This is an optimization exercise on Yosys and OpenROAD, whose aim is small area and a short achievable clock period, not a production implementation.
The RTL of this run was laid out without a check of its function.
No driver is modelled on the clock port, so clocking that relies on it looks cheaper here than on a real chip.

==> design.v <==
module mul8x11(neg, one, two, b, p);
    input [3:0] neg, one, two;
    input [10:0] b;
    output [18:0] p;
    wire [12:0] bx = {b[10], b[10], b};
    wire [12:0] b2 = {b[10], b, 1'b0};
    wire [12:0] po;
    assign po[0] = 1'b0;
    assign po[1] = po[0] | bx[0];
    assign po[2] = po[1] | bx[1];
    assign po[3] = po[2] | bx[2];
    assign po[4] = po[3] | bx[3];
    assign po[5] = po[4] | bx[4];
    assign po[6] = po[5] | bx[5];
    assign po[7] = po[6] | bx[6];
    assign po[8] = po[7] | bx[7];
    assign po[9] = po[8] | bx[8];
    assign po[10] = po[9] | bx[9];
    assign po[11] = po[10] | bx[10];
    assign po[12] = po[11] | bx[11];
    wire pp1;
    assign pp1 = (((one[0] & bx[0]) | (two[0] & b2[0])) ^ neg[0]);
    wire pp2;
    assign pp2 = (((one[0] & bx[1]) | (two[0] & b2[1])) ^ neg[0]);
    wire pp3;
    assign pp3 = (((one[0] & bx[2]) | (two[0] & b2[2])) ^ neg[0]);
    wire pp4;
    assign pp4 = (((one[0] & bx[3]) | (two[0] & b2[3])) ^ neg[0]);
    wire pp5;
    assign pp5 = (((one[0] & bx[4]) | (two[0] & b2[4])) ^ neg[0]);
    wire pp6;
    assign pp6 = (((one[0] & bx[5]) | (two[0] & b2[5])) ^ neg[0]);
    wire pp7;
    assign pp7 = (((one[0] & bx[6]) | (two[0] & b2[6])) ^ neg[0]);
    wire pp8;
    assign pp8 = (((one[0] & bx[7]) | (two[0] & b2[7])) ^ neg[0]);
    wire pp9;
    assign pp9 = (((one[0] & bx[8]) | (two[0] & b2[8])) ^ neg[0]);
    wire pp10;
    assign pp10 = (((one[0] & bx[9]) | (two[0] & b2[9])) ^ neg[0]);
    wire pp11;
    assign pp11 = (((one[0] & bx[10]) | (two[0] & b2[10])) ^ neg[0]);
    wire pp12;
    assign pp12 = ~(((one[0] & bx[11]) | (two[0] & b2[11])) ^ neg[0]);
    wire pp13;
    assign pp13 = (((one[1] & bx[0]) | (two[1] & b2[0])) ^ neg[1]);
    wire pp14;
    assign pp14 = (((one[1] & bx[1]) | (two[1] & b2[1])) ^ neg[1]);
    wire pp15;
    assign pp15 = (((one[1] & bx[2]) | (two[1] & b2[2])) ^ neg[1]);
    wire pp16;
    assign pp16 = (((one[1] & bx[3]) | (two[1] & b2[3])) ^ neg[1]);
    wire pp17;
    assign pp17 = (((one[1] & bx[4]) | (two[1] & b2[4])) ^ neg[1]);
    wire pp18;
    assign pp18 = (((one[1] & bx[5]) | (two[1] & b2[5])) ^ neg[1]);
    wire pp19;
    assign pp19 = (((one[1] & bx[6]) | (two[1] & b2[6])) ^ neg[1]);
    wire pp20;
    assign pp20 = (((one[1] & bx[7]) | (two[1] & b2[7])) ^ neg[1]);
    wire pp21;
    assign pp21 = (((one[1] & bx[8]) | (two[1] & b2[8])) ^ neg[1]);
    wire pp22;
    assign pp22 = (((one[1] & bx[9]) | (two[1] & b2[9])) ^ neg[1]);
    wire pp23;
    assign pp23 = (((one[1] & bx[10]) | (two[1] & b2[10])) ^ neg[1]);
    wire pp24;
    assign pp24 = ~(((one[1] & bx[11]) | (two[1] & b2[11])) ^ neg[1]);
    wire pp25;
    assign pp25 = (((one[2] & bx[0]) | (two[2] & b2[0])) ^ neg[2]);
    wire pp26;
    assign pp26 = (((one[2] & bx[1]) | (two[2] & b2[1])) ^ neg[2]);
    wire pp27;
    assign pp27 = (((one[2] & bx[2]) | (two[2] & b2[2])) ^ neg[2]);
    wire pp28;
    assign pp28 = (((one[2] & bx[3]) | (two[2] & b2[3])) ^ neg[2]);
    wire pp29;
    assign pp29 = (((one[2] & bx[4]) | (two[2] & b2[4])) ^ neg[2]);
    wire pp30;
    assign pp30 = (((one[2] & bx[5]) | (two[2] & b2[5])) ^ neg[2]);
    wire pp31;
    assign pp31 = (((one[2] & bx[6]) | (two[2] & b2[6])) ^ neg[2]);
    wire pp32;
    assign pp32 = (((one[2] & bx[7]) | (two[2] & b2[7])) ^ neg[2]);
    wire pp33;
    assign pp33 = (((one[2] & bx[8]) | (two[2] & b2[8])) ^ neg[2]);
    wire pp34;
    assign pp34 = (((one[2] & bx[9]) | (two[2] & b2[9])) ^ neg[2]);
    wire pp35;
    assign pp35 = (((one[2] & bx[10]) | (two[2] & b2[10])) ^ neg[2]);
    wire pp36;
    assign pp36 = ~(((one[2] & bx[11]) | (two[2] & b2[11])) ^ neg[2]);
    wire pp37;
    assign pp37 = (((one[3] & bx[0]) | (two[3] & b2[0])) ^ (neg[3] & ((one[3] & po[0]) | (two[3] & 1'b0))));
    wire pp38;
    assign pp38 = (((one[3] & bx[1]) | (two[3] & b2[1])) ^ (neg[3] & ((one[3] & po[1]) | (two[3] & po[0]))));
    wire pp39;
    assign pp39 = (((one[3] & bx[2]) | (two[3] & b2[2])) ^ (neg[3] & ((one[3] & po[2]) | (two[3] & po[1]))));
    wire pp40;
    assign pp40 = (((one[3] & bx[3]) | (two[3] & b2[3])) ^ (neg[3] & ((one[3] & po[3]) | (two[3] & po[2]))));
    wire pp41;
    assign pp41 = (((one[3] & bx[4]) | (two[3] & b2[4])) ^ (neg[3] & ((one[3] & po[4]) | (two[3] & po[3]))));
    wire pp42;
    assign pp42 = (((one[3] & bx[5]) | (two[3] & b2[5])) ^ (neg[3] & ((one[3] & po[5]) | (two[3] & po[4]))));
    wire pp43;
    assign pp43 = (((one[3] & bx[6]) | (two[3] & b2[6])) ^ (neg[3] & ((one[3] & po[6]) | (two[3] & po[5]))));
    wire pp44;
    assign pp44 = (((one[3] & bx[7]) | (two[3] & b2[7])) ^ (neg[3] & ((one[3] & po[7]) | (two[3] & po[6]))));
    wire pp45;
    assign pp45 = (((one[3] & bx[8]) | (two[3] & b2[8])) ^ (neg[3] & ((one[3] & po[8]) | (two[3] & po[7]))));
    wire pp46;
    assign pp46 = (((one[3] & bx[9]) | (two[3] & b2[9])) ^ (neg[3] & ((one[3] & po[9]) | (two[3] & po[8]))));
    wire pp47;
    assign pp47 = (((one[3] & bx[10]) | (two[3] & b2[10])) ^ (neg[3] & ((one[3] & po[10]) | (two[3] & po[9]))));
    wire pp48;
    assign pp48 = (((one[3] & bx[11]) | (two[3] & b2[11])) ^ (neg[3] & ((one[3] & po[11]) | (two[3] & po[10]))));
    wire pp49;
    assign pp49 = ~(((one[3] & bx[12]) | (two[3] & b2[12])) ^ (neg[3] & ((one[3] & po[12]) | (two[3] & po[11]))));
    wire s50;
    assign s50 = ~pp12;
    wire s51;
    assign s51 = ~pp23;
    wire s52;
    wire c53;
    HA us52(neg[2], pp15, s52, c53);
    wire s54;
    wire c55;
    HA us54(pp16, pp26, s54, c55);
    wire s56;
    wire c57;
    FA us56(pp17, pp27, pp7, s56, c57);
    wire s58;
    wire c59;
    FA us58(pp18, pp28, pp8, s58, c59);
    wire s60;
    wire c61;
    FA us60(pp19, pp29, pp9, s60, c61);
    wire s62;
    wire c63;
    FA us62(pp10, pp20, pp30, s62, c63);
    wire s64;
    wire c65;
    FA us64(pp11, pp21, pp31, s64, c65);
    wire s66;
    wire c67;
    FA us66(pp22, pp32, s50, s66, c67);
    wire s68;
    wire c69;
    FA us68(pp12, pp33, s51, s68, c69);
    wire s70;
    wire c71;
    FA us70(pp23, pp24, pp34, s70, c71);
    wire s72;
    assign s72 = ~pp35;
    wire s73;
    wire c74;
    HA us73(neg[1], pp13, s73, c74);
    wire s75;
    wire c76;
    HA us75(pp14, pp4, s75, c76);
    wire s77;
    wire c78;
    FA us77(pp25, pp5, s52, s77, c78);
    wire s79;
    wire c80;
    FA us79(pp6, c53, s54, s79, c80);
    wire s81;
    wire c82;
    FA us81(c55, pp37, s56, s81, c82);
    wire s83;
    wire c84;
    FA us83(pp38, c57, s58, s83, c84);
    wire s85;
    wire c86;
    FA us85(pp39, c59, s60, s85, c86);
    wire s87;
    wire c88;
    FA us87(pp40, c61, s62, s87, c88);
    wire s89;
    wire c90;
    FA us89(pp41, c63, s64, s89, c90);
    wire s91;
    wire c92;
    FA us91(pp42, c65, s66, s91, c92);
    wire s93;
    wire c94;
    FA us93(pp43, c67, s68, s93, c94);
    wire s95;
    wire c96;
    FA us95(pp44, c69, s70, s95, c96);
    wire s97;
    wire c98;
    FA us97(s72, pp45, c71, s97, c98);
    wire s99;
    wire c100;
    FA us99(pp35, pp36, pp46, s99, c100);
    wire s101;
    assign s101 = ~pp47;
    wire s102;
    assign s102 = ~pp48;
    wire [18:0] ra = {pp49, s102, s101, s99, s97, s95, s93, s91, s89, s87, s85, s83, s81, s79, s77, s75, pp3, pp2, neg[0]};
    wire [18:0] rb = {pp48, pp47, c100, c98, c96, c94, c92, c90, c88, c86, c84, c82, c80, c78, c76, c74, s73, 1'b0, pp1};
    assign p = ra + rb;
endmodule
module FA(a, b, c, s, co);
    input a, b, c;
    output s, co;
    assign s = a ^ b ^ c;
    assign co = (a & b) | (a & c) | (b & c);
endmodule
module HA(a, b, s, co);
    input a, b;
    output s, co;
    assign s = a ^ b;
    assign co = a & b;
endmodule
`timescale 1ns/1ns
module tpu(
    o, d, w, clk, rst
);
    parameter arraySize = 8;
    output wire [24*arraySize-1:0] o;
    input  wire [8*arraySize-1:0] d;
    input  wire [8*arraySize-1:0] w;
    input   clk, rst;
    reg [2:0] age;
    always @(posedge clk, posedge rst)
        if (rst) age <= 3'd0;
        else if (age != 3'd7) age <= age + 3'd1;
    wire wvalid = (age == 3'd7);
    wire signed [7:0] d1 = d[7:0],   d2 = d[15:8],  d3 = d[23:16], d4 = d[31:24];
    wire signed [7:0] d5 = d[39:32], d6 = d[47:40], d7 = d[55:48], d8 = d[63:56];
    reg signed [7:0]  p1;
    reg signed [8:0]  p2;
    reg signed [9:0]  p3, p4;
    reg signed [10:0] p5, p6, p7, p8;
    always @(posedge clk, posedge rst)
        if (rst) begin
            p1 <= 8'sd0;  p2 <= 9'sd0;  p3 <= 10'sd0; p4 <= 10'sd0;
            p5 <= 11'sd0; p6 <= 11'sd0; p7 <= 11'sd0; p8 <= 11'sd0;
        end else begin
            p1 <= d1;
            p2 <= p1 + d2;
            p3 <= p2 + d3;
            p4 <= p3 + d4;
            p5 <= p4 + d5;
            p6 <= p5 + d6;
            p7 <= p6 + d7;
            p8 <= p7 + d8;
        end
    integer k;
    reg signed [10:0] x [2:8];
    always @(posedge clk) begin
        x[2] <= p8;
        for (k = 3; k <= 8; k = k + 1) x[k] <= x[k-1];
    end
    genvar i;
    generate
        for (i = 1; i <= arraySize; i = i + 1) begin : COL
            reg [7:0] wd [1:7];
            integer s;
            always @(posedge clk) begin
                wd[1] <= w[8*i-1 -: 8];
                for (s = 2; s <= 7; s = s + 1) wd[s] <= wd[s-1];
            end
            wire [7:0] wm = wvalid ? wd[7] : 8'd0;
            wire [8:0] we = {wm, 1'b0};
            reg [3:0] neg, one, two;
            integer q;
            always @(posedge clk, posedge rst)
                if (rst) begin
                    neg <= 4'd0; one <= 4'd0; two <= 4'd0;
                end else begin
                    for (q = 0; q < 4; q = q + 1) begin
                        neg[q] <= we[2*q+2];
                        one[q] <= we[2*q+1] ^ we[2*q];
                        two[q] <= (we[2*q+2] & ~we[2*q+1] & ~we[2*q]) |
                                  (~we[2*q+2] & we[2*q+1] & we[2*q]);
                    end
                end
            wire signed [10:0] xi;
            if (i == 1) begin : X1
                assign xi = p8;
            end else begin : XN
                assign xi = x[i];
            end
            wire [18:0] prod;
            mul8x11 MUL(neg, one, two, xi, prod);
            reg [18:0] oreg;
            always @(posedge clk, posedge rst)
                if (rst) oreg <= 19'd0;
                else oreg <= prod;
            assign o[24*i-1 -: 24] = {{5{oreg[18]}}, oreg};
        end
    endgenerate
endmodule
==> flow/run.sh <==
#!/bin/bash
# The standard layout with three changes:
#  - the port buffers are the smallest buffer cell instead of the delay buffer
#    buffer_ports picks by default;
#  - after clock tree synthesis, the clock of the output registers is delayed a
#    little (flow/skew.tcl): they end the multiplier paths, the longest
#    register-to-register paths, and start only the paths to the outputs, which
#    have time to spare;
#  - the steps after clock tree synthesis repair setup timing to a margin
#    (SETUP_SLACK_MARGIN), so that resizing works on the paths the delayed
#    clock leaves critical.
set -euo pipefail
PORTBUF='BUFFER_PORTS_ARGS=-buffer_cell sky130_fd_sc_hd__buf_1'
bash standard.sh "$PORTBUF" cts > 1_standard_to_cts.log 2>&1
R=$(pwd)/orfs/results/$FLOW_PLATFORM/tpu/base
IN_ODB=$R/4_cts.odb OUT_ODB=$R/4_cts_skew.odb SDC=$R/4_cts.sdc \
  DLY_CELL=sky130_fd_sc_hd__clkdlybuf4s15_1 BUF_CELL=sky130_fd_sc_hd__clkbuf_8 CHUNK=8 \
  openroad -no_init -exit flow/skew.tcl > 2_skew.log 2>&1
cp $R/4_cts_skew.odb $R/4_cts.odb
bash standard.sh "$PORTBUF" SETUP_SLACK_MARGIN=2.9 finish > 3_standard_finish.log 2>&1
==> flow/skew.tcl <==
# Delays the clock of the output registers (COL[*].oreg[*]): they capture the
# multiplier, the design's longest register-to-register path, and launch only
# to the outputs, which have time to spare. Each column's output registers get
# one delay cell, fed from the leaf clock net most of them are on, driving one
# clock buffer per group of at most CHUNK nearby registers.
# env: IN_ODB OUT_ODB SDC DLY_CELL BUF_CELL CHUNK
set plat $::env(FLOW_HOME)/platforms/$::env(FLOW_PLATFORM)
read_lib $plat/lib/sky130_fd_sc_hd__tt_025C_1v80.lib
read_db $::env(IN_ODB)
read_sdc $::env(SDC)
source $plat/setRC.tcl
set_propagated_clock [all_clocks]
estimate_parasitics -placement
puts "before:"
report_worst_slack -max
report_worst_slack -min

set db [ord::get_db]
set block [ord::get_db_block]
set dly_m [$db findMaster $::env(DLY_CELL)]
set buf_m [$db findMaster $::env(BUF_CELL)]
array set groups {}
foreach inst [$block getInsts] {
  set n [$inst getName]
  if {![string match {COL*oreg*} $n]} continue
  if {![regexp {COL[^0-9]*([0-9]+)} $n -> col]} { error "no column in $n" }
  lappend groups($col) $inst
}
proc centroid { regs } {
  set sx 0; set sy 0
  foreach r $regs { set loc [$r getLocation]; incr sx [lindex $loc 0]; incr sy [lindex $loc 1] }
  return [list [expr {$sx / [llength $regs]}] [expr {$sy / [llength $regs]}]]
}
set k 0
set nb 0
foreach grp [lsort [array names groups]] {
  set regs $groups($grp)
  # source: the leaf clock net that most of the column's registers are on
  array unset votes
  foreach r $regs { set nn [[[$r findITerm CLK] getNet] getName]; if {[info exists votes($nn)]} {incr votes($nn)} else {set votes($nn) 1} }
  set best ""; set bv 0
  foreach nn [array names votes] { if {$votes($nn) > $bv} { set bv $votes($nn); set best $nn } }
  set net [$block findNet $best]
  # one delay cell per column
  set dly [odb::dbInst_create $block $dly_m "oskew_dly_$k"]
  set n1 [odb::dbNet_create $block "oskew_n1_$k"]
  $n1 setSigType CLOCK
  [$dly findITerm A] connect $net
  [$dly findITerm X] connect $n1
  set c [centroid $regs]
  $dly setLocation [lindex $c 0] [lindex $c 1]
  $dly setPlacementStatus PLACED
  # the column's registers split along their longer spread into chunks, one
  # clock buffer each
  set xs {}; set ys {}
  foreach r $regs { set l [$r getLocation]; lappend xs [lindex $l 0]; lappend ys [lindex $l 1] }
  set xs [lsort -integer $xs]; set ys [lsort -integer $ys]
  set axis [expr {([lindex $xs end] - [lindex $xs 0]) > ([lindex $ys end] - [lindex $ys 0]) ? 0 : 1}]
  set keyed {}
  foreach r $regs { lappend keyed [list [lindex [$r getLocation] $axis] $r] }
  set sorted {}
  foreach p [lsort -integer -index 0 $keyed] { lappend sorted [lindex $p 1] }
  set nchunks [expr {([llength $sorted] + $::env(CHUNK) - 1) / $::env(CHUNK)}]
  set per [expr {([llength $sorted] + $nchunks - 1) / $nchunks}]
  for {set i 0} {$i < [llength $sorted]} {incr i $per} {
    set chunk [lrange $sorted $i [expr {$i + $per - 1}]]
    set buf [odb::dbInst_create $block $buf_m "oskew_buf_$nb"]
    set n2 [odb::dbNet_create $block "oskew_n2_$nb"]
    $n2 setSigType CLOCK
    [$buf findITerm A] connect $n1
    [$buf findITerm X] connect $n2
    foreach r $chunk { set ck [$r findITerm CLK]; $ck disconnect; $ck connect $n2 }
    set c [centroid $chunk]
    $buf setLocation [lindex $c 0] [lindex $c 1]
    $buf setPlacementStatus PLACED
    incr nb
  }
  puts "column $grp: [llength $regs] registers from $best, $nchunks buffers"
  incr k
}
puts "inserted $k delay cells and $nb buffers"
global_connect
detailed_placement
check_placement -verbose
estimate_parasitics -placement
puts "after:"
report_worst_slack -max
report_worst_slack -min
report_checks -from [all_registers] -to [all_registers] -format end -group_path_count 2
report_checks -to [all_outputs] -format end -group_path_count 2
report_checks -path_delay min -format end -group_path_count 5
set worst 0
foreach inst [$block getInsts] {
  if {![string match {COL*oreg*} [$inst getName]]} continue
  set pin [get_pins -of_objects [get_cells [$inst getName]] -filter "name == CLK"]
  foreach s [list [get_property $pin slew_max_rise] [get_property $pin slew_max_fall]] {
    if {$s > $worst} { set worst $s }
  }
}
puts "worst output-register clock slew: $worst"
write_db $::env(OUT_ODB)
==> standard.sh <==
#!/bin/bash
# synth_recipe.tcl (not shown) runs the flow's synth.tcl, then flattens the netlist and writes it again
# the make line also repeats each setting of config.mk as NAME=value (left out here)
make -C /OpenROAD-flow-scripts/flow DESIGN_CONFIG=/design/flow/config.mk WORK_HOME=/design/flow/orfs CLKGATE_MAP_FILE= SYNTH_SCRIPT=/design/flow/synth_recipe.tcl "${@:-finish}"
==> config.mk <==
export PLATFORM = sky130hd
export DESIGN_NAME = tpu
export DESIGN_NICKNAME = tpu
export VERILOG_FILES = /design/flow/design.v
export SDC_FILE = /design/flow/constraint.sdc
export NUM_CORES = 4
export LEC_CHECK = 0
export ABC_AREA = 1
export CAP_MARGIN = 20
export CORE_MARGIN = 2
export CORE_UTILIZATION = 65
export CTS_BUF_LIST = sky130_fd_sc_hd__clkbuf_4 sky130_fd_sc_hd__clkbuf_8
export CTS_CLUSTER_DIAMETER = 60
export CTS_CLUSTER_SIZE = 18
export PLACE_DENSITY = 0.72
export SLEW_MARGIN = 20
export SYNTH_HIERARCHICAL = 1
export SYNTH_MINIMUM_KEEP_SIZE = 0
==> constraint.sdc <==
create_clock -name core_clock -period 6.0 [get_ports {clk}]
set_input_delay 1.2000 -clock core_clock [delete_from_list [all_inputs] [get_ports {clk}]]
set_output_delay 1.2000 -clock core_clock [all_outputs]
set_load 0.01 [all_outputs]
==> run summary <==
area by class of cell:
type,instances,share of cell area
diodes,1,0.0000506
plain buffers,32,0.00830
clock buffers,90,0.0216
clock inverters,22,0.00504
inverters,599,0.0508
multi-input cells,3449,0.467
flip-flops and latches,857,0.382
well taps,873,0.0221
repair buffers,419,0.0431
repair inverters,4,0.000456
per-module statistics from Yosys, one instance, submodules excluded:
| module | area, um^2 | times used | cells inside |
|---|---|---|---|
| mul8x11 | 2120 | 8 | 381 |
| FA | 20.0 | 160 | 1 |
| HA | 12.5 | 32 | 1 |
| tpu | 23800 | 1 | 1755 |
stage by stage:
stage / instances / hold WS [ps] / util
floorplan: 4995 / 310 / -
global placement: 6103 / 309 / 0.684
detailed placement: 6103 / 312 / 0.684
CTS: 6215 / 312 / 0.704
global route: 6346 / 97.8 / 0.734
finish: 6346 / 60.3 / 0.734
synth_stat cells:
library cell	number
nand3_1	294
inv_2	8
nor2_4	16
nand3_2	20
nand2_1	1163
buf_6	8
xor2_1	394
nor2_1	255
a21oi_2	9
clkinv_1	88
fa_1	167
nand4_1	92
buf_12	1
dfrtp_1	332
inv_1	503
nor3_1	24
o21ai_0	145
o21ai_2	2
or2_1	1
o31ai_2	19
a21oi_1	132
buf_2	40
buf_4	40
or2_2	1
ha_1	244
dfxtp_1	525
nand4_2	8
nand2_2	70
o22ai_1	256
a21o_1	24
o31ai_1	5
buf_8	1
nand3b_1	8
mux2_2	2
a21boi_1	8
nor2_2	24
xnor2_1	63
o21a_1	3
cell families (layout without fill, tap and decap cells):
kind of cell               Yosys count  after routing  share of synthesized area
muxes                                2              2                   0.000508
AOI/OAI and AO/OA                  603            603                     0.0816
buffers and inverters              689           1166                     0.0648
DFF                                857            857                      0.424
and+or+nand+nor                   1976           1976                      0.195
adders and majority gates          411            411                      0.144
other                                0              1                          0
xor gates and xnor gates           457            457                     0.0902
state kept, by name, summed over array words and instances, names as in the netlist:
signal and count:
COL.wd 448, p7 11, COL.one 32, p2 9, p6 11, x 77
p3 10, age 3, p4 10, COL.oreg 152, COL.two 32, p1 8
p8 11, p5 11, COL.neg 32
timing repair:
item                       4_1_cts  5_1_grt
resized for setup                0      256
setup endpoints to repair        0       98
setup buffers                    0       94
worst max path at each step:
stage / start / to / slack [ps] / cells past startpoint
floorplan: rst / COL[1].neg[0] / 370 / 1
global placement: COL[4].neg[0] / COL[4].oreg[17] / 2330 / 13
detailed placement: COL[4].neg[0] / COL[4].oreg[17] / 2270 / 13
CTS: COL[4].neg[0] / COL[4].oreg[17] / 2270 / 13
global route: COL[5].two[2] / COL[5].oreg[17] / 2810 / 15
finish: COL[2].oreg[18] / o[46] / 2890 / 1
routing by layer:
metal  global-route usage  wire length (um)
met2                0.457             47000
met5                    0                51
met3               0.0520              7410
met1                0.382             43700
met4               0.0904              2970
==> run summary <==
core area=67,400 um^2; first-pass GRT wire length=161,000 um; P&R area growth vs syn=11.4%; nets=about 6,000; GRT Total Usage=0.281; status=complete, no violations; io pins=322; Congestion Overflow GR=0; initial DRC count=2,894; Worst-Margin Slew=919 ps; flip-flop and latch count after synthesis=857; Reg2Reg Depth=14; dpl ws=2270 ps; # Max-Cap Violations=0; Arrival @ worst endpoint=1910 ps; GP Congestion=0.961; Slowest-stage cell, CP=dfrtp_2; Sequential cell area=18,900 um^2; max_slew headroom=0.388; vias in the first global route=roughly 33,000; register area share after synthesis=0.424; fin area=49,400 um^2; WP buf/inv=1; commonest non-fill, non-tap cell in the layout=nand2_1; FF-to-FF setup slack=2970 ps; Wirelength per Cell=15.9 um; quantity of I/O buffers inserted on ports=321; CP peak stage delay=460 ps; crit end category=primary output; hold crit path type=primary input to async pin; Clock transition at path regs=~60 ps; die footprint=70,400 um^2; area taken by multi-input logic gates=roughly 23,000 um^2; CTS Buffer Depth=3; initial antenna violation count=5; worst reg2reg startpoint=COL[4].one[0]; Hold Violations, Final=0; Fmax=0.322 GHz; commonest cells after routing, fill and taps aside=1,163 x nand2_1, 506 x dfxtp_1, 501 x inv_1; post-DP HPWL=between 70,000 and 80,000 um; Routed WL=101,000 um; RSZ-0062 raised after global routing=yes; clk latency of the worst-skew pair=1290 ps; FP Rows=95; Syn Std Cell Area=approximately 44,000 um^2; placed cell areas=46,100 um^2; via count=around 35,000; final antenna-violating net count=0; Final WS setup=2890 ps; number of buffers created by CTS=between 60 and 70; Synth cell types=38; crit path max fanout=6; cell count after synthesis=4,995; delay-heaviest family, CP=flip-flops; setup tns final=0 ps; CTS tree=built; post-DR vias/cell=5.47; syn nets=5,536; # fillers=about 5,200; Setup Skew=580 ps; starting density of the core=0.658; Hold-fix buffers, CTS=0; top cell type by total area after synthesis=dfxtp_1; Synth top area share=0.237; crit start category=flip-flop; Critical Path RT=about 4800 ps; Area contributors post-synth=dfxtp_1 24%, dfrtp_1 19%, nand2_1 9.8%, xor2_1 7.8%, fa_1 7.5%; CTS root buf=clkbuf_8; Initial DRT Pass Iterations=6; post-synthesis average cell area=approximately 8.9 um^2; share of cells above drive strength 1=0.116; CP Class=flip-flop to primary output; Tmin final=3110 ps; drt drc=0; largest net degree at the start of global routing=148; die span in x=265 um; H-tree depth=2; ratio of final minimum period to clock period=0.518; Warnings, synthesis=16; Clock Sinks=about 860; worst path cell trace=clkbuf_2; r2r endpoint=COL[4].oreg[17]; Setup violations, final=0; Slew Viols, Final=0; die height=265 um

==> separate check: timing with driven ports <==
How much do the figures lean on ideal ports? The routed layout below was timed once more, with nothing changed but the port constraints.
Step 1 assumes that a clkbuf_16 drives the clock port and a buf_2 every other input.
Step 2, shift: input delay + t, output delay - t, t = (earliest + latest rising clock arrival at the registers) / 2. This alone moves slack from input paths to output paths.
a / b / c = ideal ports / drivers / drivers and shift; a / b = the first two.
t (ns): 1.047
setup WS [ns]: 2.893 / 2.831 / 2.975
hold slack, ns: 0.060 / 0.019 / 0.198
clock arrival spread, ns: 0.615 / 0.615
pins driven straight from the clock port: 1
In this run the clock reaches the registers at very different times; t lies between them, and the last value is a rough guide only. The setup slack of this run moves by -0.062 ns with the drivers and by +0.082 ns with both steps.
